Background: an optimization exercise with open tools, aiming at small area. Do not read the settings as production practice.
RTL that was checked went through simulation tests only; none was proved equivalent to the original.
Only the layout flow was run in runs 3 and 4; the RTL was not checked for function there.
No activity file was given, so power comes from the tool's default toggle rates.

<file path="flow/run.sh">
#!/bin/bash
# synth_recipe.tcl (not shown) runs the flow's synth.tcl, then flattens the netlist and writes it again
# the make line also repeats each setting of config.mk as NAME=value (left out here)
make -C /OpenROAD-flow-scripts/flow DESIGN_CONFIG=/design/flow/config.mk WORK_HOME=/design/flow/orfs CLKGATE_MAP_FILE= SYNTH_SCRIPT=/design/flow/synth_recipe.tcl finish
</file>
<file path="flow/config.mk">
export PLATFORM = sky130hd
export DESIGN_NAME = top
export DESIGN_NICKNAME = top
export VERILOG_FILES = /design/flow/design.v
export SDC_FILE = /design/flow/constraint.sdc
export NUM_CORES = 4
export LEC_CHECK = 0
export CAP_MARGIN = 20
export CORE_MARGIN = 2
export CORE_UTILIZATION = 40
export CTS_BUF_LIST = sky130_fd_sc_hd__clkbuf_4
export SLEW_MARGIN = 20
</file>
<file path="flow/constraint.sdc">
create_clock -name core_clock -period 10.0 [get_ports {clk}]
set_input_delay 2.0000 -clock core_clock [delete_from_list [all_inputs] [get_ports {clk}]]
set_output_delay 2.0000 -clock core_clock [all_outputs]
set_load 0.01 [all_outputs]
</file>
<file path="flow/design.v">
module clk_div_4 (
  input  wire       clk,
  input  wire       rst,
  output reg  [9:0] c
);
  wire [9:0] c_inc;
  inc #(.W(10)) c_step (.a(c), .ci(1'b1), .s(c_inc), .co());
  always @(posedge clk) begin
    if (rst)
      c <= 10'd2;
    else
      c <= c_inc;
  end
endmodule
module inc #(
  parameter W = 8
) (
  input  wire [W-1:0] a,
  input  wire         ci,
  output wire [W-1:0] s,
  output wire         co
);
  wire [W:0] cy;
  assign cy[0] = ci;
  genvar i;
  generate
    for (i = 0; i < W; i = i + 1) begin : bit_
      assign s[i]    = a[i] ^ cy[i];
      assign cy[i+1] = a[i] & cy[i];
    end
  endgenerate
  assign co = cy[W];
endmodule
module rca #(
  parameter W = 4
) (
  input  wire [W-1:0] a,
  input  wire [W-1:0] b,
  input  wire         ci,
  output wire [W-1:0] s,
  output wire         co
);
  wire [W:0] cy;
  assign cy[0] = ci;
  genvar i;
  generate
    for (i = 0; i < W; i = i + 1) begin : bit_
      assign s[i]    = a[i] ^ b[i] ^ cy[i];
      assign cy[i+1] = (a[i] & b[i]) | (cy[i] & (a[i] ^ b[i]));
    end
  endgenerate
  assign co = cy[W];
endmodule
module word_clk (
  input  wire        clk,
  input  wire        fresh,     
  input  wire        wrap,      
  input  wire [1:0]  ph,
  input  wire [7:0]  p,         
  output wire [3:0]  w0d,       
  output wire [3:0]  w1d,
  output wire [3:0]  w2d
);
  reg  [3:0] r0, r1, r2, r3;    
  reg  [3:0] s0, s1, s2, s3;    
  reg        ca, cb, cc;
  wire       ph0 = (ph == 2'd0);
  wire [8:0] dl;
  assign dl[0] = p[0];
  inc #(.W(7)) dl_inc (.a(p[7:1]), .ci(1'b1), .s(dl[7:1]), .co(dl[8]));
  reg [3:0] da, db, ka, kb, kw;
  always @(*) begin
    case (ph)
      2'd0: begin da = dl[3:0];        db = dl[3:0];    ka = 4'h2; kb = 4'h3; kw = 4'h1; end
      2'd1: begin da = dl[7:4];        db = dl[7:4];    ka = 4'h4; kb = 4'hC; kw = 4'h8; end
      2'd2: begin da = {3'd0, dl[8]};  db = {4{~dl[8]}}; ka = 4'h1; kb = 4'hE; kw = 4'hE; end
      default: begin da = 4'd0;        db = {4{~dl[8]}}; ka = 4'h2; kb = 4'h1; kw = 4'h7; end
    endcase
  end
  wire [3:0] a_h = fresh ? ka : r0;
  wire [3:0] b_h = fresh ? kb : s0;
  wire [3:0] a_s, b_s;
  wire       a_c, b_c, c_c;
  rca #(.W(4)) a_add (.a(a_h), .b(da), .ci(ca & ~ph0), .s(a_s), .co(a_c));
  rca #(.W(4)) b_add (.a(b_h), .b(db), .ci(cb & ~ph0), .s(b_s), .co(b_c));
  rca #(.W(4)) c_add (.a(~a_h), .b(~b_h), .ci(cc | ph0), .s(w1d), .co(c_c));
  always @(posedge clk) begin
    r0 <= r1; r1 <= r2; r2 <= r3; r3 <= wrap ? 4'd0 : a_s; ca <= a_c;
    s0 <= s1; s1 <= s2; s2 <= s3; s3 <= wrap ? kw : b_s;   cb <= b_c;
    cc <= c_c;
  end
  assign w0d = a_h;
  assign w2d = b_h;
endmodule
module data_adc (
  input     wire     clk,
  input     wire     mclk_rise,
  input     wire     data_in_i,
  input     wire     data_in_u,
  output    reg      mdat_i,
  output    reg      mdat_u
);
  always @(posedge clk) begin
    if (mclk_rise) begin
      mdat_i <= data_in_i;
      mdat_u <= data_in_u;
    end
  end
endmodule
module acc_ring (
  input  wire       clk,
  input  wire       ph0,
  input  wire [3:0] lo_in,      
  input  wire [1:0] hi_in,      
  input  wire       hi_c0,      
  input  wire [3:0] wd,         
  input  wire       ci0,        
  output reg  [3:0] l0, l1, l2, l3,
  output reg  [1:0] h0, h1, h2, h3,
  output reg        cl
);
  reg        ch;
  wire [3:0] ls;
  wire [1:0] hs;
  wire       lc, hc;
  rca #(.W(4)) lo_add (.a(lo_in), .b(wd), .ci(ph0 ? ci0 : cl), .s(ls), .co(lc));
  inc #(.W(2)) hi_add (.a(hi_in), .ci(ph0 ? hi_c0 : ch), .s(hs), .co(hc));
  always @(posedge clk) begin
    l0 <= l1; l1 <= l2; l2 <= l3; l3 <= ls; cl <= lc;
    h0 <= h1; h1 <= h2; h2 <= h3; h3 <= hs; ch <= hc;
  end
endmodule
module filter_sinc3 (
  input             clk,
  input             rst,
  input             fresh,
  input             pass,
  input             ph0,                    
  input             mdata1,                 
  input             word_rise,              
  input             valid,                  
  input      [3:0]  w0d,                    
  input      [3:0]  w1d,
  input      [3:0]  w2d,
  output reg [15:0] DATA                    
);
  wire [3:0] nl0, nl1, nl2, nl3, ml0, ml1, ml2, ml3, ol0, ol1, ol2, ol3;
  wire [1:0] nh0, nh1, nh2, nh3, mh0, mh1, mh2, mh3, oh0, oh1, oh2, oh3;
  wire       ncl, mcl, ocl;
  reg [47:0] q;
  wire x  = mdata1;
  wire zn = fresh | pass;
  acc_ring a_new (
    .clk(clk), .ph0(ph0),
    .lo_in(zn ? 4'd0 : nl0), .hi_in(zn ? 2'd0 : nh0), .hi_c0(~zn & ncl),
    .wd(x ? w0d : 4'd0), .ci0(x),
    .l0(nl0), .l1(nl1), .l2(nl2), .l3(nl3), .h0(nh0), .h1(nh1), .h2(nh2), .h3(nh3), .cl(ncl)
  );
  acc_ring a_mid (
    .clk(clk), .ph0(ph0),
    .lo_in(fresh ? 4'd0 : pass ? nl0 : ml0), .hi_in(fresh ? 2'd0 : pass ? nh0 : mh0),
    .hi_c0(~fresh & (pass ? ncl : mcl)),
    .wd(x ? w1d : 4'd0), .ci0(1'b0),
    .l0(ml0), .l1(ml1), .l2(ml2), .l3(ml3), .h0(mh0), .h1(mh1), .h2(mh2), .h3(mh3), .cl(mcl)
  );
  acc_ring a_old (
    .clk(clk), .ph0(ph0),
    .lo_in(fresh ? 4'd0 : pass ? ml0 : ol0), .hi_in(fresh ? 2'd0 : pass ? mh0 : oh0),
    .hi_c0(~fresh & (pass ? mcl : ocl)),
    .wd(x ? w2d : 4'd0), .ci0(1'b0),
    .l0(ol0), .l1(ol1), .l2(ol2), .l3(ol3), .h0(oh0), .h1(oh1), .h2(oh2), .h3(oh3), .cl(ocl)
  );
  wire [23:8] d3   = {oh0, oh3, oh2, oh1, ol0, ol3};
  wire        zero = ~|{ol0, ol1, ol2, ol3, oh0, oh1, oh2, oh3};
  wire        full = zero & mh0[1];           
  wire [15:0] word = d3 | {16{full}};
  always @(posedge clk) begin
    q[47:16] <= {q[0], q[47:17]};
    q[15:0]  <= word_rise ? word : q[16:1];
  end
  always @(posedge clk) begin
    if (rst)
      DATA <= 0;
    else if (word_rise)
      DATA <= valid ? q[16:1] : 16'd0;
  end
endmodule
module uart_tx (
  input  wire       clk,
  input  wire       rst,
  output wire       tx,
  input  wire       tx_valid,
  input  wire [7:0] tx_data
);
  reg  [9:0] sr;
  reg  [7:0] cnt;
  wire [7:0] cnt_inc;
  wire idle    = (sr == 10'd0);
  wire bit_end = (cnt == 8'd161);
  inc #(.W(8)) cnt_step (.a(cnt), .ci(1'b1), .s(cnt_inc), .co());
  always @(posedge clk) begin
    if (rst) begin
      sr  <= 10'd0;
      cnt <= 8'd0;
    end else if (idle) begin
      if (tx_valid)
        sr <= {1'b0, tx_data, 1'b1};
    end else if (bit_end) begin
      sr  <= {sr[8:0], 1'b0};
      cnt <= 8'd0;
    end else begin
      cnt <= cnt_inc;
    end
  end
  assign tx = idle | sr[9];
endmodule
module top #(
  parameter WIDTH = 16
  ) (
    input                 clk,               
    input                 rst,               
    input                 data_in_i,         
    input                 data_in_u,         
    output                mclkin,            
    output                word_clk,          
    output [WIDTH - 1 :0] data_i,            
    output [WIDTH - 1 :0] data_u,            
    output                data_tx            
);
  wire [9:0]  c;
  wire        mdat_i, mdat_u;
  wire [3:0]  w0d, w1d, w2d;
  reg         fresh;
  reg  [1:0]  words;
  clk_div_4 gen_timing (.clk(clk), .rst(rst), .c(c));
  assign mclkin   = ~c[1];
  assign word_clk = c[9];
  wire [1:0] ph  = c[1:0];
  wire mclk_rise = (ph == 2'd3);               
  wire ph0       = (ph == 2'd0);
  wire word_rise = (c == 10'd511);             
  wire [7:0] p   = {~c[9], c[8:2]};            
  wire pass      = (p == 8'd0);                
  wire wrap      = (p == 8'd255);              
  wire valid     = (words == 2'd3);
  always @(posedge clk) begin
    if (rst)
      fresh <= 1'b1;
    else if (c[2:0] == 3'd7)
      fresh <= 1'b0;
  end
  always @(posedge clk) begin
    if (rst)
      words <= 2'd0;
    else if (word_rise && !valid)
      words <= words + 2'd1;
  end
  word_clk gen_weights (
    .clk(clk), .fresh(fresh), .wrap(wrap), .ph(ph), .p(p),
    .w0d(w0d), .w1d(w1d), .w2d(w2d)
  );
  data_adc SIGMA_DELTA_DATA (
    .clk(clk),
    .mclk_rise(mclk_rise),
    .data_in_i(data_in_i),
    .data_in_u(data_in_u),
    .mdat_i(mdat_i),
    .mdat_u(mdat_u)
  );
  filter_sinc3 data_filter_I (
    .clk(clk), .rst(rst), .fresh(fresh), .pass(pass), .ph0(ph0), .mdata1(mdat_i),
    .word_rise(word_rise), .valid(valid), .w0d(w0d), .w1d(w1d), .w2d(w2d), .DATA(data_i)
  );
  filter_sinc3 data_filter_U (
    .clk(clk), .rst(rst), .fresh(fresh), .pass(pass), .ph0(ph0), .mdata1(mdat_u),
    .word_rise(word_rise), .valid(valid), .w0d(w0d), .w1d(w1d), .w2d(w2d), .DATA(data_u)
  );
  uart_tx send_data (
    .clk(clk),
    .rst(rst),
    .tx(data_tx),
    .tx_valid(word_clk),
    .tx_data(data_i[7:0])
  );
endmodule
</file>
==> results of run 1 <==
## per-stage QoR
step	hold WS (ps)	utilization [%]
6_report	282	46.9
5_1_grt	285	46.9
4_1_cts	266	46.8
3_5_place_dp	312	42.9
3_3_place_gp	310	42.9
2_1_floorplan	310	-
## state kept, by name, summed over array words and instances (netlist names), 8 cells and up
signal and cells:
data_filter_I.DATA 16, gen_timing.c 10, data_filter_U.DATA 16, send_data.sr 10
send_data.cnt 8, data_filter_U.q 48, data_filter_I.q 48
## power groups by stage
stage | sequential [mW] | combinational [mW] | clock [mW]
final | 1.58 | 0.126 | 1.14
after global placement | 1.61 | 0.127 | 0
after floorplan | 1.59 | 0.0939 | 0
after CTS | 1.59 | 0.129 | 1.19
after global routing | 1.60 | 0.148 | 1.26
after detailed placement | 1.62 | 0.127 | 0
## path summary, 6_finish.rpt
check	startpoint	to	slack [ps]	cells after the start
max	send_data.sr[3]	data_tx	4920	4
min	data_filter_I.q[40]	data_filter_I.q[39]	280	0
max reg2reg	fresh	data_filter_I.a_mid.l3[3]	5850	10
min reg2reg	data_filter_I.q[40]	data_filter_I.q[39]	280	0
## kinds of logic after synthesis
family	Yosys count	share of synthesized area, %
flops	352	63.4
simple gates	317	13.5
compound gates	119	6.06
buf+inv	92	3.32
fa+ha+maj	73	10.6
mux	29	2.85
xor+xnor	3	0.236
## Yosys cell counts (all sizes together), types with 2 or more instances
cell type / number
nor2: 98
mux2i: 17
nor4: 14
nand2b: 9
a41oi: 9
buf: 18
clkbuf: 31
or2: 6
o22ai: 4
fa: 36
o21ai: 4
and2: 20
nand3: 33
a21oi: 88
a22oi: 4
xnor2: 3
inv: 43
nand2: 94
nand4b: 2
dfxtp: 350
edfxtp: 2
a21o: 6
ha: 37
mux2: 12
or3: 3
a31o: 2
nor2b: 30
nand4: 5
## critical path, stage by stage, from the launching register on
cell and delay, ps:
dfxtp_1 330, nor4_2 820, nand3_2 500, nand2b_1 180, clkdlybuf4s50_1 540
## routing by layer
layer	share of wire (%)	global-route usage (%)	vias up
met5	0	0	-
met4	1.9	6.67	0
met3	5.6	3.98	36
met2	43	20.7	148
met1	50	19.6	3167
li1	-	-	3452
## cell type report
type                    instances  area (µm²)
fillers                      2656       14700
flip-flops and latches        352        7070
multi-input cells             541        3720
clock buffers                 124         931
well taps                     378         473
repair buffers                 44         423
clock inverters                31         166
inverters                      43         161
diodes                          1        2.50
==> flow_metrics.env, run 1 <==
export IMPL_status="timing/DRC/antenna clean"
export IMPL_drt_iter0_markers=460
export IMPL_power_switching_share_pct=23.4
export IMPL_worstSkewPairLatency_ps=700
export IMPL_power_frac_clock_pct=40.1
export IMPL_cts_max_path_buffers=3
export IMPL_slew_headroom_pct=37.6
export IMPL_final_area_um2=12900
export IMPL_post_route_period_util_pct=50.8
export IMPL_vias=6803
export IMPL_path_clk_slew_ps=70
export IMPL_setup_slack_ps=4920
export IMPL_overflow=0
export IMPL_die_w_um=171
export IMPL_portBuffers=38
export IMPL_initial_core_util_pct=40.4
export IMPL_cts_buffers=86
export IMPL_ys_ff_latch=352
export IMPL_arrival_ps=3080
export IMPL_ios=39
export IMPL_drv_slew=0
export IMPL_instances_no_fill=1514
export IMPL_via_per_inst=4.49
export IMPL_ctsResizeCount=0
export IMPL_setup_tns_ps=0
export IMPL_critPathLaunchType="flop"
export IMPL_grt_max_degree=68
export IMPL_dp_cells=1358
export IMPL_finalNetCount=1145
export IMPL_required_ps=8000
export IMPL_drt_pass1_iterations=5
export IMPL_grt_pass1_vias=6894
export IMPL_cts_tree="yes"
export IMPL_yosysTopAreaCell="dfxtp_1"
export IMPL_cp_max_fo=11
export IMPL_synth_ff_type="dfxtp_1"
export IMPL_fin_crit_ps=5080
export IMPL_post_place_ws_ps=5650
export IMPL_tightestPinTransition_ps=928
export IMPL_post_drt_wl_per_cell_um=13.0
export IMPL_die_area_um2=29200
export IMPL_finalWeightedCongestion=0.788
export IMPL_final_common_cell="dfxtp_1"
export IMPL_grt_usage_pct=14.3
export IMPL_p_int_mw=2.19
export IMPL_p_leak_nw=5.46
export IMPL_ys_types=39
export IMPL_postCtsSetupRepairBufs=0
export IMPL_ant_nets=0
export IMPL_finalHoldViolations=0
export IMPL_peakVddDrop_mv=0.107
export IMPL_drive_above_1_share_pct=15.1
export IMPL_h_tree_depth=3
export IMPL_postCtsHoldBufs=0
export IMPL_core_area_um2=27600
export IMPL_p_comb_share_pct=4.4
export IMPL_yosysWarningCount=7
export IMPL_async_reset_ff_share_pct=0
export IMPL_synth_edf_count=2
export IMPL_rsz0062_at_grt="false"
export IMPL_pwr_share_seq_pct=55.5
export IMPL_placed_area_um2=11800
export IMPL_setup_violations_final=0
export IMPL_drc_errors=0
export IMPL_fmax_mhz=197
export IMPL_power_density_nw_per_um2=221
export IMPL_synthTopCellsByArea="dfxtp_1 63%, fa_1 6.5%, ha_1 4.2%"
export IMPL_hpwl_um=12600
export IMPL_row_count=61
export IMPL_syn_area_um2=11200
export IMPL_route_final_wire_length_um=19700
export IMPL_die_h_um=171
export IMPL_crit_type="reg2out"
export IMPL_p_switching_mw=0.668
export IMPL_cts_sinks=352
export IMPL_ys_seq_area_share_pct=63.4
export IMPL_synthCells=985
export IMPL_clockRootBuffer="clkbuf_4"
export IMPL_crit_path_end_kind="primary output"
export IMPL_area_growth_pct=16.1
export IMPL_worst_clock_skew_ps=70.3
export IMPL_antenna_found_initial=1
export IMPL_hp_class="reg2reg"
export IMPL_synth_top_area_share_pct=62.8
export IMPL_cap_violations=0
export IMPL_grt_pass1_wl_um=33300
export IMPL_synth_area_per_cell_um2=11.3
export IMPL_final_cell_mix="350 x dfxtp_1, 124 x clkbuf_4, 97 x nor2_1"
export IMPL_finalPower_mw=2.86
==> run 2: changes to the inputs <==
--- a/flow/config.mk
+++ b/flow/config.mk
@@ -10,3 +10,2 @@
 export CORE_UTILIZATION = 40
-export CTS_BUF_LIST = sky130_fd_sc_hd__clkbuf_4
 export SLEW_MARGIN = 20
==> flow_metrics.env, run 2 <==
export IMPL_status="timing/DRC/antenna clean"
export IMPL_finalWeightedCongestion=0.788
export IMPL_drv_slew=0
export IMPL_hpwl_um=12600
export IMPL_fin_crit_ps=4880
export IMPL_h_tree_depth=2
export IMPL_cts_tree="yes"
export IMPL_synth_common_cells="350 x dfxtp_1, 97 x nor2_1, 94 x nand2_1"
export IMPL_crit_path_end_kind="primary output"
export IMPL_finalHoldViolations=0
export IMPL_syn_area_um2=11200
export IMPL_ys_ff_latch=352
export IMPL_setup_tns_ps=0
export IMPL_setup_violations_final=0
export IMPL_core_area_um2=27600
export IMPL_cts_sinks=352
export IMPL_overflow=0
export IMPL_peakVddDrop_mv=0.189
export IMPL_cts_max_path_buffers=3
export IMPL_synth_ff_type="dfxtp_1"
export IMPL_via_per_inst=4.59
export IMPL_synthTopCellsByArea="dfxtp_1 63%, fa_1 6.5%, ha_1 4.2%"
export IMPL_rsz0062_at_grt="false"
export IMPL_ys_types=39
export IMPL_drt_iter0_markers=385
export IMPL_async_reset_ff_share_pct=0
export IMPL_postCtsHoldBufs=0
export IMPL_required_ps=8000
export IMPL_worst_clock_skew_ps=20.7
export IMPL_slowest_stage="nor4_2"
export IMPL_row_count=61
export IMPL_arrival_ps=2880
export IMPL_vias=6518
export IMPL_synth_most_common_cell="dfxtp_1"
export IMPL_die_w_um=171
export IMPL_synth_area_per_cell_um2=11.3
export IMPL_final_common_cell="dfxtp_1"
export IMPL_synth_top_area_share_pct=62.8
export IMPL_cp_cell_sequence="nor4_2 -> nand3_2 -> nand2b_1 -> clkdlybuf4s50_1"
export IMPL_grt_pass1_wl_um=32400
export IMPL_area_growth_pct=17.3
export IMPL_worstSkewPairLatency_ps=510
export IMPL_drive_above_1_share_pct=9.31
export IMPL_grt_max_degree=68
export IMPL_grt_pass1_vias=6394
export IMPL_grt_usage_pct=13.8
export IMPL_slew_headroom_pct=37.8
export IMPL_postCtsSetupRepairBufs=0
export IMPL_tightestPinTransition_ps=926
export IMPL_ios=39
export IMPL_synthCells=985
export IMPL_yosysTopAreaCell="dfxtp_1"
export IMPL_cpPeakStageDelay_ps=810
export IMPL_power_density_nw_per_um2=235
export IMPL_cts_buffers=35
export IMPL_die_h_um=171
export IMPL_fmax_mhz=205
export IMPL_post_drt_wl_per_cell_um=13.5
export IMPL_final_cell_mix="350 x dfxtp_1, 97 x nor2_1, 94 x nand2_1"
export IMPL_p_leak_nw=5.41
export IMPL_n_fill_cell=2579
export IMPL_portBuffers=38
export IMPL_initial_core_util_pct=40.4
export IMPL_ys_seq_area_share_pct=63.4
export IMPL_die_area_um2=29200
export IMPL_ant_nets=0
export IMPL_hp_class="reg2reg"
export IMPL_drt_pass1_iterations=5
export IMPL_drc_errors=0
export IMPL_post_route_period_util_pct=48.8
export IMPL_num_antenna_cells=0
export IMPL_path_clk_slew_ps=60
export IMPL_yosysWarningCount=7
export IMPL_antenna_found_initial=0
export IMPL_hold_ws_ps=314
export IMPL_cap_violations=0
export IMPL_clockRootBuffer="clkbuf_16"
export IMPL_critPathLaunchType="flop"
export IMPL_regToRegSetupSlack_ps=5810
export IMPL_synth_edf_count=2
export IMPL_largestRegisters="data_filter_I.q (48), data_filter_U.q (48)"
export IMPL_route_final_wire_length_um=19200
export IMPL_finalNetCount=1094
export IMPL_ctsResizeCount=0
export IMPL_cp_max_fo=11
export IMPL_crit_type="reg2out"
==> run 2: cell counts after synthesis <==
No cell type changed its count.
==> run 2: cell families after synthesis <==
logic type	after synthesis	share of synthesized area (%)
compound gates	119	6.06
flops	352	63.4
fa+ha+maj	73	10.6
simple gates	317	13.5
buf+inv	92	3.32
xor+xnor	3	0.236
mux	29	2.85
==> run 2: final timing paths <==
kind | cells after the start | from | to
setup / recovery | 4 | send_data.sr[3] | data_tx
hold / removal | 0 | data_filter_I.a_mid.l3[1] | data_filter_I.a_mid.l2[1]
setup reg to reg | 10 | fresh | data_filter_I.a_mid.l3[3]
hold reg to reg | 0 | data_filter_I.a_mid.l3[1] | data_filter_I.a_mid.l2[1]
==> run 2: report_power, final <==
group	leakage [nW]	switching (mW)	total [mW]	internal, mW
clock network	0.602	0.530	1.36	0.830
logic	1.94	0.0757	0.125	0.0495
registers	2.87	0.0494	1.59	1.54
total	5.41	0.656	3.07	2.42
==> run 2: layer usage <==
metal	vias to the layer above	share of wire [%]	GRT usage (%)	routed length, µm
met2	127	42	20.4	8010
met1	3066	51	20.1	9830
li1	3291	-	-	-
met5	-	0	0	0
met4	0	1.7	3.91	332
met3	34	5.6	3.31	1070
==> run 2: cell type report <==
cell class | instances | area [µm²] | share of cell area [%]
Timing Repair Buffer | 44 | 423 | 3.23
Clock inverter | 16 | 218 | 1.66
Sequential cell | 352 | 7070 | 54.0
Multi-Input combinational cell | 541 | 3720 | 28.4
Tap cell | 378 | 473 | 3.61
Clock buffer | 46 | 1020 | 7.79
Inverter | 43 | 161 | 1.23
==> run 2: worst max-delay path: cells and delay by family, from the launching register on <==
family	cells	cell delay, ps
buffers and inverters	1	540
and+or+nand+nor	3	1490
DFF	1	330
==> run 2: through the flow <==
stage | util (%) | std cells | cell area [µm²] | setup slack (ps) | power [mW]
2_1_floorplan | - | 985 | 11200 | 6360 | 1.69
3_3_place_gp | 42.9 | 1358 | 11800 | 5700 | 1.74
3_5_place_dp | 42.9 | 1358 | 11800 | 5650 | 1.74
4_1_cts | 47.3 | 1420 | 13100 | 5100 | 3.11
5_1_grt | 47.4 | 1420 | 13100 | 4860 | 3.20
6_report | 47.4 | 1420 | 13100 | 5120 | 3.07
==> run 3: changes to the inputs <==
--- a/flow/design.v
+++ b/flow/design.v
@@ -59,2 +59,3 @@
   input  wire [7:0]  p,         
+  input  wire [7:0]  e,         
   output wire [3:0]  w0d,       
@@ -64,3 +65,2 @@
   reg  [3:0] r0, r1, r2, r3;    
-  reg  [3:0] s0, s1, s2, s3;    
   reg        ca, cb, cc;
@@ -70,9 +70,9 @@
   inc #(.W(7)) dl_inc (.a(p[7:1]), .ci(1'b1), .s(dl[7:1]), .co(dl[8]));
-  reg [3:0] da, db, ka, kb, kw;
+  reg [3:0] da, ka, ke;
   always @(*) begin
     case (ph)
-      2'd0: begin da = dl[3:0];        db = dl[3:0];    ka = 4'h2; kb = 4'h3; kw = 4'h1; end
-      2'd1: begin da = dl[7:4];        db = dl[7:4];    ka = 4'h4; kb = 4'hC; kw = 4'h8; end
-      2'd2: begin da = {3'd0, dl[8]};  db = {4{~dl[8]}}; ka = 4'h1; kb = 4'hE; kw = 4'hE; end
-      default: begin da = 4'd0;        db = {4{~dl[8]}}; ka = 4'h2; kb = 4'h1; kw = 4'h7; end
+      2'd0:    begin da = dl[3:0];       ka = 4'h2; ke = 4'h1;   end
+      2'd1:    begin da = dl[7:4];       ka = 4'h4; ke = 4'h8;   end
+      2'd2:    begin da = {3'd0, dl[8]}; ka = 4'h1; ke = e[3:0]; end
+      default: begin da = 4'd0;          ka = 4'h2; ke = e[7:4]; end
     endcase
@@ -80,11 +80,10 @@
   wire [3:0] a_h = fresh ? ka : r0;
-  wire [3:0] b_h = fresh ? kb : s0;
-  wire [3:0] a_s, b_s;
+  wire [3:0] a_s;
   wire       a_c, b_c, c_c;
   rca #(.W(4)) a_add (.a(a_h), .b(da), .ci(ca & ~ph0), .s(a_s), .co(a_c));
-  rca #(.W(4)) b_add (.a(b_h), .b(db), .ci(cb & ~ph0), .s(b_s), .co(b_c));
-  rca #(.W(4)) c_add (.a(~a_h), .b(~b_h), .ci(cc | ph0), .s(w1d), .co(c_c));
+  rca #(.W(4)) b_add (.a(a_h), .b(ke), .ci(cb & ~ph0), .s(w2d), .co(b_c));
+  rca #(.W(4)) c_add (.a(~a_h), .b(~w2d), .ci(cc | ph0), .s(w1d), .co(c_c));
   always @(posedge clk) begin
     r0 <= r1; r1 <= r2; r2 <= r3; r3 <= wrap ? 4'd0 : a_s; ca <= a_c;
-    s0 <= s1; s1 <= s2; s2 <= s3; s3 <= wrap ? kw : b_s;   cb <= b_c;
+    cb <= b_c;
     cc <= c_c;
@@ -92,3 +91,2 @@
   assign w0d = a_h;
-  assign w2d = b_h;
 endmodule
@@ -245,2 +243,6 @@
   wire valid     = (words == 2'd3);
+  wire [7:0] e;                                
+  wire [7:0] c_hi_inc;
+  inc #(.W(8)) e_inc (.a(c[9:2]), .ci(1'b1), .s(c_hi_inc), .co());
+  assign e = ~c_hi_inc;
   always @(posedge clk) begin
@@ -258,3 +260,3 @@
   word_clk gen_weights (
-    .clk(clk), .fresh(fresh), .wrap(wrap), .ph(ph), .p(p),
+    .clk(clk), .fresh(fresh), .wrap(wrap), .ph(ph), .p(p), .e(e),
     .w0d(w0d), .w1d(w1d), .w2d(w2d)
--- a/flow/config.mk
+++ b/flow/config.mk
@@ -10,2 +10,5 @@
 export CORE_UTILIZATION = 40
+export CTS_BUF_LIST = sky130_fd_sc_hd__clkbuf_4
+export CTS_CLUSTER_DIAMETER = 40
+export CTS_CLUSTER_SIZE = 10
 export SLEW_MARGIN = 20
==> flow_metrics.env, run 3 <==
export IMPL_status="timing/DRC/antenna clean"
export IMPL_required_ps=8000
export IMPL_final_cell_mix="334 x dfxtp_1, 97 x nand2_1, 59 x inv_1"
export IMPL_ant_nets=0
export IMPL_arrival_ps=3260
export IMPL_cts_tree="yes"
export IMPL_setup_violations_final=0
export IMPL_post_drt_wl_per_cell_um=13.9
export IMPL_p_leak_nw=4.85
export IMPL_ctsResizeCount=0
export IMPL_antenna_found_initial=1
export IMPL_ios=39
export IMPL_initial_core_util_pct=40.4
export IMPL_finalHoldViolations=0
export IMPL_cp_cell_sequence="nor4_2 -> nand3_1 -> nand2b_1 -> clkdlybuf4s50_1"
export IMPL_crit_path_end_kind="primary output"
export IMPL_worstSkewPairLatency_ps=670
export IMPL_slew_headroom_pct=39.9
export IMPL_postCtsHoldBufs=0
export IMPL_synth_common_cells="334 x dfxtp_1, 97 x nand2_1, 59 x inv_1"
export IMPL_crit_type="reg2out"
export IMPL_critPathLaunchType="flop"
export IMPL_portBuffers=38
export IMPL_drc_errors=0
export IMPL_cts_max_path_buffers=3
export IMPL_via_per_inst=4.69
export IMPL_drt_pass1_iterations=6
export IMPL_cap_violations=0
export IMPL_worst_clock_skew_ps=37.8
export IMPL_row_count=60
export IMPL_drive_above_1_share_pct=8.73
export IMPL_finalWeightedCongestion=0.797
export IMPL_die_w_um=168
export IMPL_yosysWarningCount=7
export IMPL_core_area_um2=26700
export IMPL_fmax_mhz=190
export IMPL_setup_tns_ps=0
export IMPL_synth_most_common_cell="dfxtp_1"
export IMPL_overflow=0
export IMPL_area_growth_pct=10.4
export IMPL_hpwl_um=12200
export IMPL_yosysTopAreaCell="dfxtp_1"
export IMPL_cp_top_family="simple AND/OR/NAND/NOR gates"
export IMPL_cp_buffers_inverters=1
export IMPL_peakVddDrop_mv=0.0885
export IMPL_final_common_cell="dfxtp_1"
export IMPL_finalNetCount=1042
export IMPL_drv_slew=0
export IMPL_grt_usage_pct=13.3
export IMPL_ys_seq_area_share_pct=62.5
export IMPL_postCtsSetupRepairBufs=0
export IMPL_route_final_wire_length_um=18300
export IMPL_synth_top_area_share_pct=62.0
export IMPL_clockRootBuffer="clkbuf_4"
export IMPL_cts_buffers=43
export IMPL_hp_class="reg2reg"
export IMPL_ys_ff_latch=336
export IMPL_grt_max_degree=68
export IMPL_cp_max_fo=11
export IMPL_tightestPinTransition_ps=894
export IMPL_synthCells=912
export IMPL_path_clk_slew_ps=90
export IMPL_final_area_um2=11900
export IMPL_grt_pass1_wl_um=30700
export IMPL_placed_area_um2=11400
export IMPL_fin_crit_ps=5260
export IMPL_synth_area_per_cell_um2=11.8
export IMPL_vias=6168
export IMPL_power_density_nw_per_um2=203
export IMPL_post_route_period_util_pct=52.6
export IMPL_cts_sinks=336
export IMPL_die_area_um2=28300
export IMPL_slowest_stage="nor4_2"
export IMPL_drt_iter0_markers=315
export IMPL_largestRegisters="data_filter_I.q (48), data_filter_U.q (48)"
export IMPL_synth_ff_type="dfxtp_1"
export IMPL_die_h_um=168
export IMPL_synth_edf_count=2
export IMPL_async_reset_ff_share_pct=0
export IMPL_cpPeakStageDelay_ps=800
export IMPL_syn_area_um2=10800
export IMPL_grt_pass1_vias=6098
export IMPL_synthTopCellsByArea="dfxtp_1 62%, fa_1 6.7%, ha_1 5.1%"
export IMPL_rsz0062_at_grt="false"
export IMPL_ys_types=49
export IMPL_h_tree_depth=2
run 3: logic make-up after synthesis:
family | Yosys count | share of synthesized area [%]
fa+ha+maj | 80 | 11.8
xor+xnor | 4 | 0.325
flops | 336 | 62.5
compound gates | 124 | 7.93
mux | 23 | 2.35
simple gates | 243 | 11.1
buf+inv | 102 | 3.99
run 3: layout make-up:
| class | count | area [µm²] |
|---|---|---|
| inverter | 59 | 221 |
| sequential | 336 | 6750 |
| clock inverter | 14 | 126 |
| multi-input combinational | 474 | 3610 |
| tap | 341 | 427 |
| fill | 2533 | 14800 |
| timing repair buffer | 44 | 423 |
| antenna | 1 | 2.50 |
| clock buffer | 47 | 353 |
run 3: worst paths after layout:
kind	slack, ps	to	from	depth (start not counted)
worst max register to register	5620	data_filter_I.a_mid.l3[3]	gen_timing.c[0]	15
worst min register to register	310	data_filter_U.a_mid.l0[2]	data_filter_U.a_mid.l1[2]	0
worst max-delay path	4740	data_tx	send_data.sr[9]	4
worst min-delay path	310	data_filter_U.a_mid.l0[2]	data_filter_U.a_mid.l1[2]	0
run 3: layer usage:
| metal | global-route usage [%] | share of wire, % |
|---|---|---|
| met2 | 20.6 | 44 |
| met5 | 0 | 0 |
| met4 | 4.80 | 2.1 |
| met3 | 2.99 | 4.6 |
| met1 | 18.5 | 50 |
run 3: through the flow:
stage | power (mW) | hold slack (ps) | utilization (%) | std cells | setup WS [ps]
2_1_floorplan | 1.68 | 310 | - | 912 | 5870
3_3_place_gp | 1.74 | 310 | 42.8 | 1254 | 5500
3_5_place_dp | 1.75 | 312 | 42.8 | 1254 | 5440
4_1_cts | 2.46 | 300 | 44.5 | 1315 | 4650
5_1_grt | 2.56 | 312 | 44.6 | 1316 | 4470
6_report | 2.42 | 308 | 44.6 | 1316 | 4740
run 3: report_power, final:
part	leakage [nW]	internal [mW]	switching [mW]	total, mW
Combinational	1.85	0.0773	0.109	0.186
Clock	0.264	0.279	0.426	0.706
Sequential	2.74	1.47	0.0582	1.53
run 3: worst register-to-register path, cell delays in order, from the launching register on:
cell     delay, ps
dfxtp_1        380
inv_1           80
ha_1           260
mux2i_1        540
inv_1          140
fa_1           460
fa_1           560
inv_1           80
fa_1           530
nand2_1         80
fa_1           400
inv_1           70
fa_1           160
inv_1           50
fa_1           480
inv_1           40
==> run 4: changes to the inputs <==
--- a/flow/config.mk
+++ b/flow/config.mk
@@ -10,5 +10,5 @@
 export CORE_UTILIZATION = 40
-export CTS_BUF_LIST = sky130_fd_sc_hd__clkbuf_4
-export CTS_CLUSTER_DIAMETER = 40
-export CTS_CLUSTER_SIZE = 10
+export CTS_BUF_LIST = sky130_fd_sc_hd__clkbuf_8
+export CTS_CLUSTER_DIAMETER = 50
+export CTS_CLUSTER_SIZE = 14
 export SLEW_MARGIN = 20
==> flow_metrics.env, run 4 <==
export IMPL_min_to="data_filter_U.a_new.l2[2]"
export IMPL_crit_path_end_kind="primary output"
export IMPL_final_cell_mix="334 x dfxtp_1, 97 x nand2_1, 61 x inv_1"
export IMPL_setup_tns_ps=0
export IMPL_num_antenna_cells=0
export IMPL_final_area_um2=12000
export IMPL_fin_crit_ps=5270
export IMPL_cp_max_fo=11
export IMPL_setup_slack_ps=4730
export IMPL_portBuffers=38
export IMPL_r2r_end="data_filter_I.a_mid.l3[3]"
export IMPL_worst_clock_skew_ps=15.0
export IMPL_via_per_inst=4.68
export IMPL_synth_ff_type="dfxtp_1"
export IMPL_tightestPinTransition_ps=914
export IMPL_finalHoldViolations=0
export IMPL_row_count=60
export IMPL_postCtsHoldBufs=0
export IMPL_path_clk_slew_ps=90
export IMPL_ant_nets=0
export IMPL_peakVddDrop_mv=0.0894
export IMPL_min_path_cells=0
export IMPL_finalNetCount=1030
export IMPL_yosysTopAreaCell="dfxtp_1"
export IMPL_ctsResizeCount=0
export IMPL_ios=39
export IMPL_worstSkewPairLatency_ps=600
export IMPL_clockRootBuffer="clkbuf_8"
export IMPL_synth_most_common_cell="dfxtp_1"
export IMPL_final_common_cell="dfxtp_1"
export IMPL_arrival_ps=3270
export IMPL_rsz0062_at_grt="false"
export IMPL_regToRegSetupSlack_ps=5630
export IMPL_initial_core_util_pct=40.4
export IMPL_cts_tree="yes"
export IMPL_route_final_wire_length_um=18200
export IMPL_grt_pass1_vias=5990
export IMPL_min_from="data_filter_U.a_new.l3[2]"
export IMPL_required_ps=8000
export IMPL_largestRegisters="data_filter_I.q (48), data_filter_U.q (48)"
export IMPL_antenna_found_initial=0
export IMPL_syn_area_um2=10800
export IMPL_fmax_mhz=190
export IMPL_synth_common_cells="334 x dfxtp_1, 97 x nand2_1, 59 x inv_1"
export IMPL_grt_max_degree=68
export IMPL_critPathLaunchType="flop"
export IMPL_power_density_nw_per_um2=209
export IMPL_drv_slew=0
export IMPL_finalWeightedCongestion=0.797
export IMPL_grt_usage_pct=13.1
export IMPL_setup_violations_final=0
export IMPL_synth_top_area_share_pct=62.0
export IMPL_post_route_period_util_pct=52.7
export IMPL_async_reset_ff_share_pct=0
export IMPL_ff2ff_path_depth=15
export IMPL_drc_errors=0
export IMPL_yosysWarningCount=7
export IMPL_crit_type="reg2out"
export IMPL_cts_buffers=31
export IMPL_postCtsSetupRepairBufs=0
export IMPL_die_area_um2=28300
export IMPL_cts_max_path_buffers=3
export IMPL_die_w_um=168
export IMPL_ys_seq_area_share_pct=62.5
export IMPL_status="timing/DRC/antenna clean"
export IMPL_die_h_um=168
export IMPL_slew_headroom_pct=38.6
export IMPL_area_growth_pct=11.4
export IMPL_overflow=0
export IMPL_synthCells=912
export IMPL_ys_ff_latch=336
export IMPL_cts_sinks=336
export IMPL_hpwl_um=12200
export IMPL_hp_class="reg2reg"
export IMPL_h_tree_depth=1
export IMPL_core_area_um2=26700
export IMPL_post_place_ws_ps=5440
export IMPL_post_drt_wl_per_cell_um=14.0
export IMPL_r2r_start="gen_timing.c[0]"
export IMPL_drt_iter0_markers=332
export IMPL_placed_area_um2=11400
export IMPL_grt_pass1_wl_um=30500
export IMPL_synthTopCellsByArea="dfxtp_1 62%, fa_1 6.7%, ha_1 5.1%"
export IMPL_cp_cell_sequence="nor4_2 -> nand3_1 -> nand2b_1 -> clkdlybuf4s50_1"
export IMPL_slowest_stage="nor4_2"
export IMPL_cap_violations=0
export IMPL_p_leak_nw=4.89
export IMPL_drt_pass1_iterations=5
export IMPL_cpPeakStageDelay_ps=810
export IMPL_synth_edf_count=2
export IMPL_vias=6073
export IMPL_ys_types=49
export IMPL_synth_area_per_cell_um2=11.8
export IMPL_drive_above_1_share_pct=7.31
## run 4: cell count changes in the layout (fill, tap and decap cells not counted), sizes merged
cell      change
clkbuf       -15
clkinv        -3
clkinvlp      -4
diode         -1
inv           +5
## run 4: worst max path at each step
stage / start / end / cells past startpoint / slack (ps)
final: send_data.sr[3] / data_tx / 4 / 4730
after detailed placement: send_data.sr[3] / data_tx / 4 / 5440
after floorplan: gen_timing.c[1] / data_filter_I.a_mid.l3[3] / 17 / 5870
after global routing: send_data.sr[3] / data_tx / 4 / 4530
after global placement: send_data.sr[3] / data_tx / 4 / 5500
after CTS: send_data.sr[3] / data_tx / 4 / 4720
## run 4: power breakdown
part	leakage (nW)	switching (mW)	internal (mW)
Clock	0.305	0.441	0.354
Combinational	1.85	0.108	0.0771
Sequential	2.74	0.0583	1.47
## run 4: metal layers
layer | vias up | GRT usage (%) | routed length [µm]
met5 | - | 0 | 0
met2 | 86 | 20.6 | 7990
met4 | 0 | 3.86 | 372
met3 | 31 | 2.56 | 730
li1 | 3078 | - | -
met1 | 2878 | 18.4 | 9120
## run 4: logic make-up after synthesis
| group | Yosys count | share of synthesized area [%] |
|---|---|---|
| AND/OR/NAND/NOR | 243 | 11.1 |
| AO/OA/AOI/OAI | 124 | 7.93 |
| XOR/XNOR | 4 | 0.325 |
| multiplexers | 23 | 2.35 |
| adder cells (fa/ha/maj) | 80 | 11.8 |
| flip-flops | 336 | 62.5 |
| buffers and inverters | 102 | 3.99 |
## run 4: layout make-up
class,instances,area [µm²]
multi-input cells,474,3610
clock inverters,12,141
fillers,2518,14700
repair buffers,44,423
flip-flops and latches,336,6750
well taps,341,427
inverters,59,221
clock buffers,32,440
## run 4: stage by stage
stage | hold WS [ps] | utilization [%] | power [mW] | std cells
floorplan | 310 | - | 1.68 | 912
detailed placement | 312 | 42.8 | 1.75 | 1254
finish | 317 | 44.9 | 2.51 | 1298
global placement | 310 | 42.8 | 1.74 | 1254
global route | 320 | 44.9 | 2.64 | 1298
CTS | 309 | 44.9 | 2.55 | 1298
## run 4: critical path, delay by kind of cell (launching register included)
kind                   cells  cell delay, ps
buffers and inverters      1             560
DFF                        1             330
and+or+nand+nor            3            1790
==> run 5: changes to the inputs <==
--- a/flow/design.v
+++ b/flow/design.v
@@ -194,6 +194,5 @@
   reg  [7:0] cnt;
-  wire [7:0] cnt_inc;
+  wire [7:0] cnt_inc = {cnt[6:0], ~(cnt[7] ^ cnt[5] ^ cnt[4] ^ cnt[3])};
   wire idle    = (sr == 10'd0);
-  wire bit_end = (cnt == 8'd161);
-  inc #(.W(8)) cnt_step (.a(cnt), .ci(1'b1), .s(cnt_inc), .co());
+  wire bit_end = (cnt == 8'hB7);
   always @(posedge clk) begin
--- a/flow/config.mk
+++ b/flow/config.mk
@@ -10,5 +10,5 @@
 export CORE_UTILIZATION = 40
-export CTS_BUF_LIST = sky130_fd_sc_hd__clkbuf_8
-export CTS_CLUSTER_DIAMETER = 50
-export CTS_CLUSTER_SIZE = 14
+export CTS_BUF_LIST = sky130_fd_sc_hd__clkbuf_2
+export CTS_CLUSTER_DIAMETER = 30
+export CTS_CLUSTER_SIZE = 6
 export SLEW_MARGIN = 20
==> flow_metrics.env, run 5 <==
export IMPL_r2r_start="gen_timing.c[0]"
export IMPL_path_clk_slew_ps=110
export IMPL_final_area_um2=11900
export IMPL_final_cell_mix="334 x dfxtp_1, 107 x nand2_1, 83 x clkbuf_2"
export IMPL_top_layer="met4"
export IMPL_wl_met2_um=8140
export IMPL_worst_clock_skew_ps=68.0
export IMPL_grt_pass1_vias=6517
export IMPL_post_drt_wl_per_cell_um=14.0
export IMPL_crit_path_end_kind="primary output"
export IMPL_initial_core_util_pct=41.0
export IMPL_tightestPinTransition_ps=796
export IMPL_h_tree_depth=3
export IMPL_required_ps=8000
export IMPL_async_reset_ff_share_pct=0
export IMPL_synth_most_common_cell="dfxtp_1"
export IMPL_regToRegSetupSlack_ps=5610
export IMPL_final_common_cell="dfxtp_1"
export IMPL_overflow=0
export IMPL_instances_no_fill=1346
export IMPL_cp_max_fo=10
export IMPL_power_switching_share_pct=25.4
export IMPL_p_switching_mw=0.619
export IMPL_route_final_wire_length_um=18800
export IMPL_cts_tree="yes"
export IMPL_largestRegisters="data_filter_I.q (48), data_filter_U.q (48)"
export IMPL_post_route_period_util_pct=47.5
export IMPL_hold_ws_ps=301
export IMPL_synth_edf_count=2
export IMPL_syn_area_um2=10700
export IMPL_synthCells=911
export IMPL_pwr_share_seq_pct=62.7
export IMPL_status="timing/DRC/antenna clean"
export IMPL_finalHoldViolations=0
export IMPL_core_area_um2=26100
export IMPL_min_from="data_filter_I.a_new.l1[1]"
export IMPL_fmax_mhz=210
export IMPL_setup_tns_ps=0
export IMPL_p_int_mw=1.82
export IMPL_drc_errors=0
export IMPL_ios=39
export IMPL_via_per_inst=4.69
export IMPL_drt_iter0_markers=311
export IMPL_portBuffers=38
export IMPL_drive_above_1_share_pct=11.9
export IMPL_peakVddDrop_mv=0.109
export IMPL_synth_top_area_share_pct=62.5
export IMPL_area_growth_pct=11.4
export IMPL_antenna_found_initial=1
export IMPL_cts_sinks=336
export IMPL_placed_area_um2=11400
export IMPL_fin_crit_ps=4750
export IMPL_grt_pass1_wl_um=32200
export IMPL_met3_wirelength_um=866
export IMPL_p_comb_share_pct=7.7
export IMPL_synthTopCellsByArea="dfxtp_1 62%, fa_1 6.7%, ha_1 4.3%"
export IMPL_cap_violations=0
export IMPL_hp_class="reg2reg"
export IMPL_yosysTopAreaCell="dfxtp_1"
export IMPL_row_count=59
export IMPL_grt_max_degree=72
export IMPL_ctsResizeCount=0
export IMPL_postCtsHoldBufs=0
export IMPL_finalNetCount=1066
export IMPL_finalWeightedCongestion=0.801
export IMPL_ant_nets=0
export IMPL_yosysWarningCount=7
export IMPL_synth_ff_type="dfxtp_1"
export IMPL_vias=6315
export IMPL_power_density_nw_per_um2=204
export IMPL_p_leak_nw=4.96
export IMPL_power_frac_clock_pct=29.7
export IMPL_die_area_um2=28100
export IMPL_drt_pass1_iterations=4
export IMPL_dp_cells=1253
export IMPL_cts_max_path_buffers=3
export IMPL_ys_seq_area_share_pct=63.0
export IMPL_cts_buffers=69
export IMPL_worstSkewPairLatency_ps=820
export IMPL_crit_start="send_data.sr[9]"
export IMPL_synth_area_per_cell_um2=11.7
export IMPL_setup_violations_final=0
export IMPL_drt_met1_wl_um=9500
export IMPL_crit_type="reg2out"
export IMPL_critPathLaunchType="flop"
export IMPL_grt_usage_pct=14.1
export IMPL_synth_common_cells="334 x dfxtp_1, 107 x nand2_1, 59 x a21oi_1"
export IMPL_die_w_um=168
export IMPL_arrival_ps=2750
export IMPL_ys_types=44
export IMPL_die_h_um=168
export IMPL_hpwl_um=12500
export IMPL_slew_headroom_pct=46.7
export IMPL_clockRootBuffer="clkbuf_2"
export IMPL_n_fill_cell=2489
export IMPL_drv_slew=0
export IMPL_postCtsSetupRepairBufs=0
export IMPL_rsz0062_at_grt="false"
export IMPL_ys_ff_latch=336
## run 5: per-layer routing
| layer | vias up | global-route usage (%) |
|---|---|---|
| met1 | 2964 | 19.4 |
| met3 | 34 | 3.95 |
| met4 | 0 | 5.48 |
| li1 | 3196 | - |
| met5 | - | 0 |
| met2 | 121 | 21.1 |
## run 5: final cells by class
cell class	count	area (µm²)	area share, %
well taps	335	419	3.52
diodes	1	2.50	0.0210
repair buffers	47	447	3.75
clock buffers	83	415	3.48
inverters	57	214	1.79
multi-input cells	478	3590	30.1
clock inverters	9	91.3	0.766
flip-flops and latches	336	6750	56.6
## run 5: kinds of logic (layout without fill, tap and decap cells)
group           Yosys count  after routing  share of synthesized area, %
simple gates            253            253                          11.9
xor+xnor                  5              5                         0.409
other cells               0              1                             0
compound gates          129            129                          8.04
flops                   336            336                          63.0
mux                      18             18                          2.08
fa+ha+maj                73             73                          11.1
buf+inv                  97            196                          3.48
## run 5: critical path: stages (launching register included)
cell and delay [ps]:
dfxtp_1 360, nor4_4 610, nand3_4 220, or2b_1 220, clkdlybuf4s50_1 530
## run 5: final timing paths
check	depth (start not counted)	endpoint
max reg2reg	14	data_filter_U.a_mid.l3[3]
min	0	data_filter_I.a_new.l0[1]
max	4	data_tx
min reg2reg	0	data_filter_I.a_new.l0[1]
## run 5: power groups by stage
| stage | combinational, mW | clock (mW) | sequential, mW |
|---|---|---|---|
| finish | 0.187 | 0.722 | 1.53 |
| global route | 0.220 | 0.829 | 1.54 |
| CTS | 0.191 | 0.761 | 1.53 |
| detailed placement | 0.189 | 0 | 1.56 |
| global placement | 0.188 | 0 | 1.56 |
| floorplan | 0.143 | 0 | 1.53 |
## run 5: per-stage QoR
stage / total power, mW / worst slack [ps] / util, %
final: 2.44 / 5250 / 45.6
after global routing: 2.59 / 5030 / 45.6
after CTS: 2.48 / 5140 / 45.6
after detailed placement: 1.75 / 5570 / 43.7
after global placement: 1.74 / 5680 / 43.6
after floorplan: 1.68 / 5870 / -
==> run 6: changes to the inputs <==
--- a/flow/config.mk
+++ b/flow/config.mk
@@ -10,5 +10,5 @@
 export CORE_UTILIZATION = 40
-export CTS_BUF_LIST = sky130_fd_sc_hd__clkbuf_2
-export CTS_CLUSTER_DIAMETER = 30
-export CTS_CLUSTER_SIZE = 6
+export CTS_BUF_LIST = sky130_fd_sc_hd__clkbuf_4
+export CTS_CLUSTER_DIAMETER = 40
+export CTS_CLUSTER_SIZE = 10
 export SLEW_MARGIN = 20
==> flow_metrics.env, run 6 <==
export IMPL_status="timing/DRC/antenna clean"
export IMPL_die_w_um=168
export IMPL_synth_common_cells="334 x dfxtp_1, 107 x nand2_1, 59 x a21oi_1"
export IMPL_postCtsHoldBufs=0
export IMPL_grt_max_degree=72
export IMPL_post_place_ws_ps=5570
export IMPL_ys_seq_area_share_pct=63.0
export IMPL_cts_tree="yes"
export IMPL_grt_pass1_vias=6293
export IMPL_tightestPinTransition_ps=786
export IMPL_row_count=59
export IMPL_drive_above_1_share_pct=9.18
export IMPL_finalNetCount=1040
export IMPL_worst_clock_skew_ps=62.5
export IMPL_portBuffers=38
export IMPL_via_per_inst=4.72
export IMPL_vias=6209
export IMPL_p_switching_mw=0.595
export IMPL_setup_tns_ps=0
export IMPL_synthCells=911
export IMPL_cts_max_path_buffers=3
export IMPL_hpwl_um=12500
export IMPL_route_final_wire_length_um=18600
export IMPL_placed_area_um2=11400
export IMPL_cp_max_fo=10
export IMPL_synth_top_area_share_pct=62.5
export IMPL_ant_nets=0
export IMPL_synth_ff_type="dfxtp_1"
export IMPL_yosysTopAreaCell="dfxtp_1"
export IMPL_p_int_mw=1.83
export IMPL_setup_slack_ps=5390
export IMPL_area_growth_pct=11.2
export IMPL_die_h_um=168
export IMPL_final_core_util_pct=45.6
export IMPL_power_switching_share_pct=24.5
export IMPL_h_tree_depth=2
export IMPL_required_ps=8000
export IMPL_seq_area_um2=6750
export IMPL_ios=39
export IMPL_multi_input_area_um2=3590
export IMPL_grt_pass1_wl_um=31700
export IMPL_largestRegisters="data_filter_I.q (48), data_filter_U.q (48)"
export IMPL_core_area_um2=26100
export IMPL_power_frac_clock_pct=29.4
export IMPL_drv_slew=0
export IMPL_cap_violations=0
export IMPL_power_density_nw_per_um2=204
export IMPL_drc_errors=0
export IMPL_worstSkewPairLatency_ps=680
export IMPL_synthTopCellsByArea="dfxtp_1 62%, fa_1 6.7%, ha_1 4.3%"
export IMPL_hp_class="reg2reg"
export IMPL_arrival_ps=2610
export IMPL_clockRootBuffer="clkbuf_4"
export IMPL_postCtsSetupRepairBufs=0
export IMPL_ctsResizeCount=0
export IMPL_async_reset_ff_share_pct=0
export IMPL_critPathLaunchType="flop"
export IMPL_p_comb_share_pct=7.7
export IMPL_cts_buffers=43
export IMPL_post_route_period_util_pct=46.1
export IMPL_final_area_um2=11900
export IMPL_grt_usage_pct=13.8
export IMPL_yosysWarningCount=7
export IMPL_final_cell_mix="334 x dfxtp_1, 107 x nand2_1, 59 x a21oi_1"
export IMPL_path_clk_slew_ps=100
export IMPL_ys_ff_latch=336
export IMPL_finalWeightedCongestion=0.801
export IMPL_peakVddDrop_mv=0.119
export IMPL_final_common_cell="dfxtp_1"
export IMPL_finalHoldViolations=0
export IMPL_fmax_mhz=217
export IMPL_synth_edf_count=2
export IMPL_finalPower_mw=2.43
export IMPL_initial_core_util_pct=41.0
export IMPL_fin_crit_ps=4610
export IMPL_drt_iter0_markers=297
export IMPL_die_area_um2=28100
export IMPL_crit_path_end_kind="primary output"
export IMPL_rsz0062_at_grt="false"
export IMPL_p_leak_nw=4.85
export IMPL_drt_pass1_iterations=4
export IMPL_crit_type="reg2out"
export IMPL_post_drt_wl_per_cell_um=14.2
export IMPL_syn_area_um2=10700
export IMPL_synth_most_common_cell="dfxtp_1"
export IMPL_synth_area_per_cell_um2=11.7
export IMPL_n_fill_cell=2465
export IMPL_antenna_found_initial=1
export IMPL_slew_headroom_pct=47.4
export IMPL_overflow=0
export IMPL_cts_sinks=336
export IMPL_ys_types=44
export IMPL_setup_violations_final=0
export IMPL_pwr_share_seq_pct=62.9
-- run 6: cell counts after synthesis --
Identical to the previous run, type by type.
-- run 6: per-layer routing --
layer / track usage [%] / part of all wire, %
met2: 21.1 / 42
met3: 3.14 / 4.4
met1: 19.6 / 51
met4: 4.42 / 2.1
met5: 0 / 0
-- run 6: path summary, 6_finish.rpt --
check	end	slack, ps	cells after the start	start
worst min register to register	data_filter_U.a_mid.l2[3]	270	0	data_filter_U.a_mid.l3[3]
worst max register to register	data_filter_U.a_mid.l3[3]	5600	14	gen_timing.c[0]
worst max-delay path	data_tx	5390	4	send_data.sr[9]
worst min-delay path	data_filter_U.a_mid.l2[3]	270	0	data_filter_U.a_mid.l3[3]
-- run 6: cell families (layout without fill, tap and decap cells) --
logic type	Yosys count	count (layout)	synth area share, %
other	0	1	0
xor gates and xnor gates	5	5	0.409
adders and majority gates	73	73	11.1
and+or+nand+nor	253	253	11.9
buffers and inverters	97	166	3.48
muxes	18	18	2.08
DFF	336	336	63.0
AOI/OAI and AO/OA	129	129	8.04
-- run 6: power groups by stage --
stage | combinational, mW | clock [mW] | sequential, mW
after floorplan | 0.143 | 0 | 1.53
after global placement | 0.188 | 0 | 1.56
after detailed placement | 0.189 | 0 | 1.56
after CTS | 0.190 | 0.748 | 1.53
after global routing | 0.220 | 0.806 | 1.54
final | 0.187 | 0.714 | 1.53
-- run 6: stage by stage --
step,hold WS [ps],instances
CTS,269,1315
finish,271,1316
floorplan,310,911
global route,284,1316
detailed placement,312,1253
global placement,310,1252
-- run 6: critical path: stages (launching register included) --
cell and delay (ps):
dfxtp_1 350, nor4_4 610, nand3_4 220, or2b_1 220, clkdlybuf4s50_1 530
-- run 6: area by class of cell --
cell class	instances	area share [%]
multi-input cells	478	30.1
flip-flops and latches	336	56.7
diodes	1	0.0210
clock inverters	13	1.02
inverters	57	1.80
clock buffers	49	3.09
well taps	335	3.52
repair buffers	47	3.75
==> run 7: changes to the inputs <==
==> flow/flow/run.sh (new file) <==
#!/bin/bash
# Standard layout (the standard.sh: standard synthesis, floorplan, power
# grid, placement, CTS, routing) with three settings changed:
#  - the clock tree is built from clkbuf_4 in clusters of at most 10 sinks,
#    without dummy loads;
#  - ports are buffered with buf_1 instead of the resizer's default choice;
#  - buffers inserted by ABC are removed before placement (repair_design
#    puts back what max slew/cap/fanout need).
# The full make output goes to run.log in the work folder; the ORFS logs
# of each step are under orfs/logs/.
set -euo pipefail
cd "$(dirname "$0")/.."
bash standard.sh \
  "CTS_ARGS=-sink_clustering_enable -repair_clock_nets -sink_clustering_size 10 -sink_clustering_max_diameter 40 -buf_list sky130_fd_sc_hd__clkbuf_4 -dont_use_dummy_load" \
  "BUFFER_PORTS_ARGS=-buffer_cell sky130_fd_sc_hd__buf_1" \
  "REMOVE_ABC_BUFFERS=1" \
  finish > run.log 2>&1
==> flow/standard.sh (new file) <==
#!/bin/bash
# synth_recipe.tcl (not shown) runs the flow's synth.tcl, then flattens the netlist and writes it again
# the make line also repeats each setting of config.mk as NAME=value (left out here)
make -C /OpenROAD-flow-scripts/flow DESIGN_CONFIG=/design/flow/config.mk WORK_HOME=/design/flow/orfs CLKGATE_MAP_FILE= SYNTH_SCRIPT=/design/flow/synth_recipe.tcl "${@:-finish}"
removed: flow/run.sh
==> flow_metrics.env, run 7 <==
export IMPL_seq_area_um2=6750
export IMPL_cp_cell_sequence="inv_1 -> ha_1 -> mux2i_1 -> inv_1 -> fa_1 -> fa_1 -> inv_1 -> fa_1 -> inv_1 -> fa_1 -> nor2b_1 -> fa_1 -> inv_1 -> fa_1 -> inv_1"
export IMPL_yosysTopAreaCell="dfxtp_1"
export IMPL_tightestPinTransition_ps=765
export IMPL_cp_max_fo=5
export IMPL_grt_max_degree=72
export IMPL_die_area_um2=28100
export IMPL_cts_tree="yes"
export IMPL_drt_iter0_markers=390
export IMPL_p_leak_nw=4.68
export IMPL_route_final_wire_length_um=18100
export IMPL_cap_violations=0
export IMPL_area_growth_pct=7.55
export IMPL_fin_crit_ps=4320
export IMPL_clockRootBuffer="clkbuf_4"
export IMPL_synth_most_common_cell="dfxtp_1"
export IMPL_cts_sinks=336
export IMPL_synth_top_area_share_pct=62.5
export IMPL_synth_area_per_cell_um2=11.7
export IMPL_final_common_cell="dfxtp_1"
export IMPL_row_count=59
export IMPL_h_tree_depth=2
export IMPL_vias=6112
export IMPL_required_ps=10540
export IMPL_postCtsHoldBufs=0
export IMPL_cts_max_path_buffers=3
export IMPL_yosysWarningCount=7
export IMPL_arrival_ps=4860
export IMPL_ys_seq_area_share_pct=63.0
export IMPL_grt_pass1_wl_um=31100
export IMPL_crit_type="reg2reg"
export IMPL_slowest_stage="fa_1"
export IMPL_cp_buffers_inverters=6
export IMPL_largestRegisters="data_filter_I.q (48), data_filter_U.q (48)"
export IMPL_status="timing/DRC/antenna clean"
export IMPL_die_h_um=168
export IMPL_finalWeightedCongestion=0.767
export IMPL_cp_top_family="adder cells"
export IMPL_synth_edf_count=2
export IMPL_peakVddDrop_mv=0.0673
export IMPL_slew_headroom_pct=48.8
export IMPL_synthCells=911
export IMPL_drv_slew=0
export IMPL_ios=39
export IMPL_postCtsSetupRepairBufs=0
export IMPL_drc_errors=0
export IMPL_finalNetCount=1040
export IMPL_path_clk_slew_ps=90
export IMPL_async_reset_ff_share_pct=0
export IMPL_hp_class="reg2reg"
export IMPL_critPathLaunchType="flop"
export IMPL_overflow=0
export IMPL_synth_ff_type="dfxtp_1"
export IMPL_setup_tns_ps=0
export IMPL_core_area_um2=26100
export IMPL_rsz0062_at_grt="false"
export IMPL_worstSkewPairLatency_ps=650
export IMPL_ant_nets=0
export IMPL_drt_pass1_iterations=5
export IMPL_power_density_nw_per_um2=201
export IMPL_drive_above_1_share_pct=8.01
export IMPL_initial_core_util_pct=41.0
export IMPL_grt_pass1_vias=6218
export IMPL_dp_cells=1251
export IMPL_cpPeakStageDelay_ps=530
export IMPL_ys_types=44
export IMPL_ctsResizeCount=0
export IMPL_instances_no_fill=1297
export IMPL_syn_area_um2=10700
export IMPL_worst_clock_skew_ps=72.1
export IMPL_hpwl_um=12000
export IMPL_placed_area_um2=11200
export IMPL_final_area_um2=11500
export IMPL_cts_buffers=45
export IMPL_final_cell_mix="334 x dfxtp_1, 107 x nand2_1, 59 x a21oi_1"
export IMPL_grt_usage_pct=13.5
export IMPL_fmax_mhz=231
export IMPL_post_route_period_util_pct=43.2
export IMPL_setup_violations_final=0
export IMPL_post_drt_wl_per_cell_um=13.9
export IMPL_n_fill_cell=2483
export IMPL_die_w_um=168
export IMPL_ys_ff_latch=336
export IMPL_antenna_found_initial=2
export IMPL_portBuffers=38
export IMPL_finalHoldViolations=0
export IMPL_multi_input_area_um2=3590
export IMPL_synthTopCellsByArea="dfxtp_1 62%, fa_1 6.7%, ha_1 4.3%"
export IMPL_synth_common_cells="334 x dfxtp_1, 107 x nand2_1, 59 x a21oi_1"
export IMPL_crit_path_end_kind="flop"
export IMPL_via_per_inst=4.71
[run 7: worst register-to-register path: stages (launching register included)]
cell and delay, ps:
dfxtp_1 390, inv_1 80, ha_1 270, mux2i_1 520
inv_1 140, fa_1 460, fa_1 530, inv_1 70
fa_1 380, inv_1 70, fa_1 420, nor2b_1 170
fa_1 180, inv_1 50, fa_1 470, inv_1 40
[run 7: per-stage QoR]
stage	worst slack (ps)	total power, mW	hold WS (ps)	util [%]
3_5_place_dp	5640	1.75	312	42.7
3_3_place_gp	5680	1.74	310	42.7
5_1_grt	5320	2.46	271	44.0
2_1_floorplan	5680	1.67	310	-
6_report	5680	2.31	281	44.0
4_1_cts	5650	2.36	276	44.0
[run 7: area by class of cell]
class,instances,share of cell area [%]
inverters,57,1.86
flip-flops and latches,336,58.6
clock buffers,45,2.93
repair buffers,45,1.71
multi-input cells,478,31.2
diodes,1,0.0217
well taps,335,3.64
[run 7: final timing paths]
path,from,cells after the start,slack (ps),to
setup / recovery,gen_timing.c[0],15,5680,data_filter_I.a_mid.l3[3]
hold reg to reg,gen_weights.r3[2],0,280,gen_weights.r2[2]
hold / removal,gen_weights.r3[2],0,280,gen_weights.r2[2]
setup reg to reg,gen_timing.c[0],15,5680,data_filter_I.a_mid.l3[3]
[run 7: where the power goes]
part	switching [mW]	leakage [nW]	internal [mW]
Combinational	0.110	1.74	0.0768
Clock	0.393	0.207	0.207
Sequential	0.0571	2.74	1.47
Total	0.561	4.68	1.75
[run 7: kinds of logic (layout without fill, tap and decap cells)]
| logic type | Yosys count | in the layout | synth area share (%) |
|---|---|---|---|
| AO/OA/AOI/OAI | 129 | 129 | 8.04 |
| XOR/XNOR | 5 | 5 | 0.409 |
| adder cells (fa/ha/maj) | 73 | 73 | 11.1 |
| buffers and inverters | 97 | 147 | 3.48 |
| flip-flops | 336 | 336 | 63.0 |
| multiplexers | 18 | 18 | 2.08 |
| other | 0 | 1 | 0 |
| AND/OR/NAND/NOR | 253 | 253 | 11.9 |
[run 7: per-layer routing]
layer  up-vias  share of wire, %  global-route usage, %
met5         -                 0                      0
met4         0               2.3                   4.31
met3        41               4.6                   3.31
met2       101                43                   20.9
met1      2852                50                   18.7
li1       3118                 -                      -

## port drivers added, routing unchanged
No port has a modelled driver above. Below, the same layouts with a new extraction and two added sets of constraints. Step 1 assumes that a clkbuf_16 drives the clock port and a buf_2 every other input. Step 2, shift: input delay + t, output delay - t, t = (earliest + latest rising clock arrival at the registers) / 2. This alone moves slack from input paths to output paths. Slacks: ideal ports / drivers / drivers and shift; pairs: ideal ports / drivers.
run | shift t [ns] | setup WS [ns] | worst data-port slew with drivers (ns)
run 1 | 0.709 | 4.918 / 4.878 / 5.586 | 0.03
run 2 | 0.545 | 5.121 / 5.074 / 5.619 | 0.03
run 3 | 0.689 | 4.740 / 4.699 / 5.387 | 0.03
run 4 | 0.633 | 4.732 / 4.690 / 5.323 | 0.03
run 5 | 0.822 | 5.245 / 5.208 / 5.615 | 0.03
run 6 | 0.691 | 5.391 / 5.354 / 5.604 | 0.03
run 7 | 0.658 | 5.678 / 5.678 / 5.678 | 0.04
After both steps setup and hold are still met in every run listed.
